Context: an optimization exercise on an open-source flow, tuned for small area, a short achievable clock period and few clock cycles. The choices shown serve that exercise and are no tape-out recipe.
Only simulation tests tie the RTL to the original design; equivalence was not proved.
Power figures rest on the tool's default switching activity, not on a simulated workload.

==> flow/design.v (excerpt) <==
module lampFPU_top (
	clk, rst,
	flush_i, padv_i,
	opcode_i, rndMode_i, op1_i, op2_i,
	result_o, isResultValid_o, isReady_o
);
	localparam logic [127:0] DIVR_B0 = 128'h00000000000000000000000000000000;
	localparam logic [127:0] DIVR_B1 = 128'h00000000000000000000000000000000;
	localparam logic [127:0] DIVR_B2 = 128'h00000000000000000000000000000000;
	localparam logic [127:0] DIVR_B3 = 128'h00aaaa00aaaa00aa00aa00aa0000aaaa;
	localparam logic [127:0] DIVR_B4 = 128'h00666600666600660066006600006666;
	localparam logic [127:0] DIVR_B5 = 128'h001e1eaa1e1e001eaa1e001eaa001e1e;
	localparam logic [127:0] DIVR_B6 = 128'h00fe0166ab54005466fe00fe6600abfe;
	localparam logic [127:0] DIVR_B7 = 128'h0001ff1e66cdaa981eab00541eaa99fe;
	localparam logic [127:0] DIVR_B8 = 128'h00aaaafe4b6966e0ab660067ab6687fe;
	localparam logic [127:0] DIVR_B9 = 128'h00666654738e1e55cce1aa87661e2a54;
	localparam logic [127:0] DIVR_B10 = 128'h001e1ecdd6a5ab66f0e066524bfe6667;
	localparam logic [127:0] DIVR_B11 = 128'haaab54969b36338700e01e3126ab4b87;
	localparam logic [127:0] DIVR_B12 = 128'h6666cdb2496d6952aa4aab5a4b338c07;
	localparam logic [127:0] DIVR_B13 = 128'h1e1e3c71c71ce73199d99936d9695aad;
	localparam logic [127:0] DIVR_B14 = 128'h01fe03f03f03e0f0783878f1c718c663;
	localparam logic [127:0] DIVR_B15 = 128'h0001fff000ffe00ff807f80fc0f83e1f;
	localparam logic [127:0] DIVR_B16 = 128'h0000000fffffe00007fff8003ff801ff;
	localparam logic [127:0] DIVR_B17 = 128'h0000000000001ffffffff8000007ffff;
	localparam logic [127:0] DIVR_B18 = 128'h0000000000000000000007ffffffffff;
	localparam logic [127:0] DIVR_B19 = 128'hffffffffffffffffffffffffffffffff;
  ...
Size: ~67 flip-flops, ~91 I/O pins.
Settings: LEC_CHECK=0, ABC_AREA=1, CAP_MARGIN=20, CORE_MARGIN=2, CORE_UTILIZATION=40, SETUP_SLACK_MARGIN=5, SLEW_MARGIN=20; clock period 15.0 ns.
run.sh (not shown) runs the stock make flow with config.mk's settings and CLKGATE_MAP_FILE= SYNTH_SCRIPT=/design/flow/synth_recipe.tcl, a recipe that flattens the netlist after the stock synthesis.
The first run finished clean.
Testbench counts at the start, summed over its fixed seeds: cycles 20,075.
Rerun with:
--- a/flow/design.v
+++ b/flow/design.v
@@ -254,34 +254,40 @@
 	logic	[9:0]	md_et, md_en;
 	logic	[19:0]	md_b;
 	logic	[27:0]	md_x;
 	logic	[19:0]	dv_r;
 	logic	[6:0]	dv_idx;
 	assign dv_idx = N2[6:0];
 	assign dv_r = {DIVR_B19[dv_idx], DIVR_B18[dv_idx], DIVR_B17[dv_idx], DIVR_B16[dv_idx],
 				DIVR_B15[dv_idx], DIVR_B14[dv_idx], DIVR_B13[dv_idx], DIVR_B12[dv_idx],
 				DIVR_B11[dv_idx], DIVR_B10[dv_idx], DIVR_B9[dv_idx], DIVR_B8[dv_idx],
 				DIVR_B7[dv_idx], DIVR_B6[dv_idx], DIVR_B5[dv_idx], DIVR_B4[dv_idx],
 				DIVR_B3[dv_idx], DIVR_B2[dv_idx], DIVR_B1[dv_idx], DIVR_B0[dv_idx]};
+	logic	[19:0]	dv_r_r;
 	logic	[3:0]	md_nlzs;
 	logic	[9:0]	md_kmu, md_kdu;
 	logic	[4:0]	md_k;
+	logic	[29:0]	md_v;
+	always_ff @(posedge clk)
+		if (~dv_pend)
+			dv_r_r	<=	dv_r;
 	always_comb
 	begin
 		if (dv_pend)
 			md_et	= 10'd127 + {1'b0, E1} + nlz2 - nlz1 - {1'b0, E2};
 		else
 			md_et	= {1'b0, E1} + {1'b0, E2} - 10'd127 - nlz1 - nlz2;
 		md_en	= 10'd0 - md_et;
-		md_b	= dv_pend ? d_r[19:0] : {12'b0, F2};
+		md_b	= dv_pend ? dv_r_r : {12'b0, F2};
 		md_x	= F1 * md_b;
+		md_v	= dv_pend ? {2'b0, md_x} : {md_x[15:0], 14'b0};
 		md_nlzs	= nlz1 + nlz2;
 		md_kmu	= 10'd142 - {1'b0, E1} - {1'b0, E2};
 		md_kdu	= {1'b0, E2} - {1'b0, E1} - nlz2 - 10'd113;
 	end
 	logic	[9:0]	sq_d;
 	logic	[7:0]	sq_epre, sq_e;
 	logic	[9:0]	sq_t;
 	logic	[8:0]	sq_idx;
 	assign sq_idx = {isInvSqrt, E1[0] & ~nlz1[0], N1[6:0]};
 	assign sq_t = {SQRT_B9[sq_idx], SQRT_B8[sq_idx], SQRT_B7[sq_idx], SQRT_B6[sq_idx], SQRT_B5[sq_idx],
 				SQRT_B4[sq_idx], SQRT_B3[sq_idx], SQRT_B2[sq_idx], SQRT_B1[sq_idx], SQRT_B0[sq_idx]};
@@ -446,23 +452,23 @@
 			end
 			s_n		= s1;
 			e_n		= {2'b0, sq_epre};
 		end
 		else if (c_i2f)
 		begin
 			sp		= ~(|op1_i);
 			spZero	= 1'b1;
 			s_n		= op1_i[31];
 		end
 		d_n		= ({32{c_as}} & {20'b0, as_fInit})
-				| ({32{c_md}} & ((isDiv & ~dv_pend) ? {12'b0, dv_r} : {4'b0, md_x}))
+				| ({32{c_md}} & {2'b0, md_v})
 				| ({32{c_sq}} & {22'b0, sq_t})
 				| ({32{c_i2f}} & ((op1_i ^ {32{op1_i[31]}}) + {31'b0, op1_i[31]}))
 				| ({32{c_f2i}} & fi_sh[34:3])
 				| ({32{c_cmp}} & {31'b0, cm_res});
 	end
 	always_ff @(posedge clk)
 	begin
 		if (~isResultValid_o)
 		begin
 			c_as_r		<=	c_as;
 			c_md_r		<=	c_md;
@@ -537,31 +543,29 @@
 		begin
 			as_e	= as_ei - as_lsa;
 			as_f	= as_fi << as_lsa;
 		end
 		else
 		begin
 			as_e	= '0;
 			as_f	= as_fi << (as_ei[3:0] - 4'd1);
 		end
 	end
 	logic	[15:0]	md_m, md_msh;
-	logic	[29:0]	md_v;
 	logic	[9:0]	md_e;
 	logic			md_ls, md_st;
 	logic	[11:0]	md_fi, md_f;
 	logic	[8:0]	md_e9;
 	always_comb
 	begin
-		md_v	= isDiv_r ? {2'b0, d_r[27:0]} : {d_r[15:0], 14'b0};
-		md_msh	= 16'(md_v >> md_k_r);
+		md_msh	= 16'(d_r[29:0] >> md_k_r);
 		md_ls	= isDiv_r & ~md_msh[14];
 		if (md_under_r)
 		begin
 			md_m	= md_zero_r ? 16'b0 : md_msh;
 			md_e	= '0;
 		end
 		else if (md_ge255_r & (~md_ls | md_ge256_r))
 		begin
 			md_m	= '0;
 			md_e	= '1;
 		end
Effect:
- design area goes down by 0.76%
- routed wire length goes down by 6.3%
- final cell count goes down by 2.4%
- first-iteration DRC count goes up by 1.8%
- via count goes down by 3.0%
- fmax barely changes
- clock skew goes down by 0.0058 ns
- worst setup slack gets better by 0.021 ns
- total power goes up by 7.0%
- non-clock buffer count goes down by 39
- worst hold slack gets worse by 0.031 ns
- utilization goes down by 0.64 points
- count of clock-buffer cells in the layout goes up by 2
- sequential power goes up by 21%
Testbench counts after the change, summed over its fixed seeds: cycles 20,075.


run a:
Another version of the RTL of lampFPU_top (not shown whole).
Size in the first run: roughly 4500 cells after synthesis, ~67 flip-flops, about 26000 µm² of cells after synthesis.
export LEC_CHECK = 0
export ABC_AREA = 1
export CAP_MARGIN = 20
export CORE_MARGIN = 2
export CORE_UTILIZATION = 40
export SETUP_SLACK_MARGIN = 5
export SLEW_MARGIN = 20
create_clock -name core_clock -period 15.0 [get_ports {clk}]
standard.sh (not shown) runs the stock make flow with config.mk's settings and CLKGATE_MAP_FILE= SYNTH_SCRIPT=/design/flow/synth_recipe.tcl, a recipe that flattens the netlist after the stock synthesis.
==> flow/flow/run.sh <==
#!/bin/bash
set -euo pipefail
bash standard.sh SETUP_SLACK_MARGIN=6 finish > standard.log 2>&1
Testbench counts of run a, summed over its fixed seeds: cycles 20,075.
Input changes introduced in run b (baseline for comparison: run a):
--- a/flow/design.v
+++ b/flow/design.v
@@ -247,15 +247,15 @@
 		else if (isInf1 & isInf2 & (s1 ^ s2 ^ isSub))
 			as_specSign	= 1'b1;
 		else if (isInf1)
 			as_specSign	= s1;
 		else
 			as_specSign	= s2 ^ isSub;
 	end
-	logic	[9:0]	md_et, md_en;
+	logic	[9:0]	md_et, md_t;
 	logic	[16:0]	md_b;
 	logic	[24:0]	md_x;
 	logic	[19:0]	dv_r;
 	logic	[6:0]	dv_idx;
 	assign dv_idx = N2[6:0];
 	assign dv_r = {DIVR_B19[dv_idx], DIVR_B18[dv_idx], DIVR_B17[dv_idx], DIVR_B16[dv_idx],
 				DIVR_B15[dv_idx], DIVR_B14[dv_idx], DIVR_B13[dv_idx], DIVR_B12[dv_idx],
@@ -263,19 +263,16 @@
 				DIVR_B7[dv_idx], DIVR_B6[dv_idx], DIVR_B5[dv_idx], DIVR_B4[dv_idx],
 				DIVR_B3[dv_idx], DIVR_B2[dv_idx], DIVR_B1[dv_idx], DIVR_B0[dv_idx]};
 	logic	[3:0]	md_nlzs;
 	logic	[9:0]	md_kmu, md_kdu;
 	logic	[4:0]	md_k;
 	always_comb
 	begin
-		if (dv_pend)
-			md_et	= 10'd127 + {1'b0, E1} + nlz2 - nlz1 - {1'b0, E2};
-		else
-			md_et	= {1'b0, E1} + {1'b0, E2} - 10'd127 - nlz1 - nlz2;
-		md_en	= 10'd0 - md_et;
+		md_t	= {1'b0, E2} - 10'd127 - nlz2;
+		md_et	= {1'b0, E1} - nlz1 + (md_t ^ {10{dv_pend}}) + {9'b0, dv_pend};
 		md_b	= dv_pend ? d_r[16:0] : {9'b0, F2};
 		md_x	= F1 * md_b;
 		md_nlzs	= nlz1 + nlz2;
 		md_kmu	= 10'd142 - {1'b0, E1} - {1'b0, E2};
 		md_kdu	= {1'b0, E2} - {1'b0, E1} - nlz2 - 10'd113;
 	end
 	logic	[9:0]	sq_d;
@@ -360,16 +357,16 @@
 	begin
 		c_as	= isAdd | isSub;
 		c_md	= isMul | isDiv;
 		c_i2f	= isI2f;
 		c_sq	= isSqrt | isInvSqrt;
 		c_f2i	= isF2i;
 		c_cmp	= isEq | isLt | isLe;
-		md_under	= dv_pend ? ~md_en[9] : md_et[9];
-		md_zero		= md_en > 10'd11;
+		md_under	= md_et[9] | (dv_pend & (md_et == 10'd0));
+		md_zero		= md_et[9] & (md_et < 10'd1013);
 		if (md_under)
 			md_k	= dv_pend ? md_kdu[4:0] : md_kmu[4:0];
 		else
 			md_k	= dv_pend ? (5'd13 - nlz1) : (5'd14 - md_nlzs);
 		md_ge255	= md_et >= 10'd255;
 		md_ge256	= md_et >= 10'd256;
 		sp		= 1'b0;
## What came out
- When run b is set beside run a, its worst slack after detailed placement turns out to be 0.37 ns larger.
- In the reports for run a and run b, the smaller routed wire length on met3 belongs to run b.
- No stage failed in run b, and the final checks on the layout all came back clean.
- Compared with run a, run b improves post-synth design cell area.
- Compared with run a, run b ends up with a smaller final cell area.
- Going from run a to run b, worst setup slack up 0.19 ns, worst vdd rail ir drop moved down, cell area power density higher, global-route wire length before repair now larger.
Testbench counts of run b, summed over its fixed seeds: cycles 20,075.

[port drivers added, routing unchanged]
How much do the figures lean on ideal ports? The routed layouts below were timed once more, with nothing changed but the port constraints. Step 1 (the two cells are an assumption about what drives the block):
set clk [get_ports {clk}]
set_driving_cell -lib_cell sky130_fd_sc_hd__clkbuf_16 $clk
set_driving_cell -lib_cell sky130_fd_sc_hd__buf_2 [delete_from_list [all_inputs] $clk]
Step 2 also shifts input and output timing later by t, the mid clock arrival at the registers, as if the neighbouring blocks saw the same clock. Three values: no drivers, after step 1, after step 2; two values: the first two.
run | t (ns) | setup WS [ns] | slew at the worst register clock pin (ns) | worst slew at a driven data input, ns
the first run of note 1 | 0.411 | 5.446 / 5.395 / 5.083 | 0.07 / 0.07 | 0.07
the second run of note 1 | 0.426 | 5.466 / 5.416 / 5.143 | 0.07 / 0.07 | 0.07
run a | 0.431 | 6.060 / 5.990 / 5.691 | 0.08 / 0.08 | 0.13
run b | 0.422 | 6.252 / 6.197 / 5.880 | 0.08 / 0.08 | 0.05
After both steps setup and hold are still met in every run listed. The setup slack of run b, which loses most, moves by -0.055 ns with the drivers and by -0.372 ns with both steps.
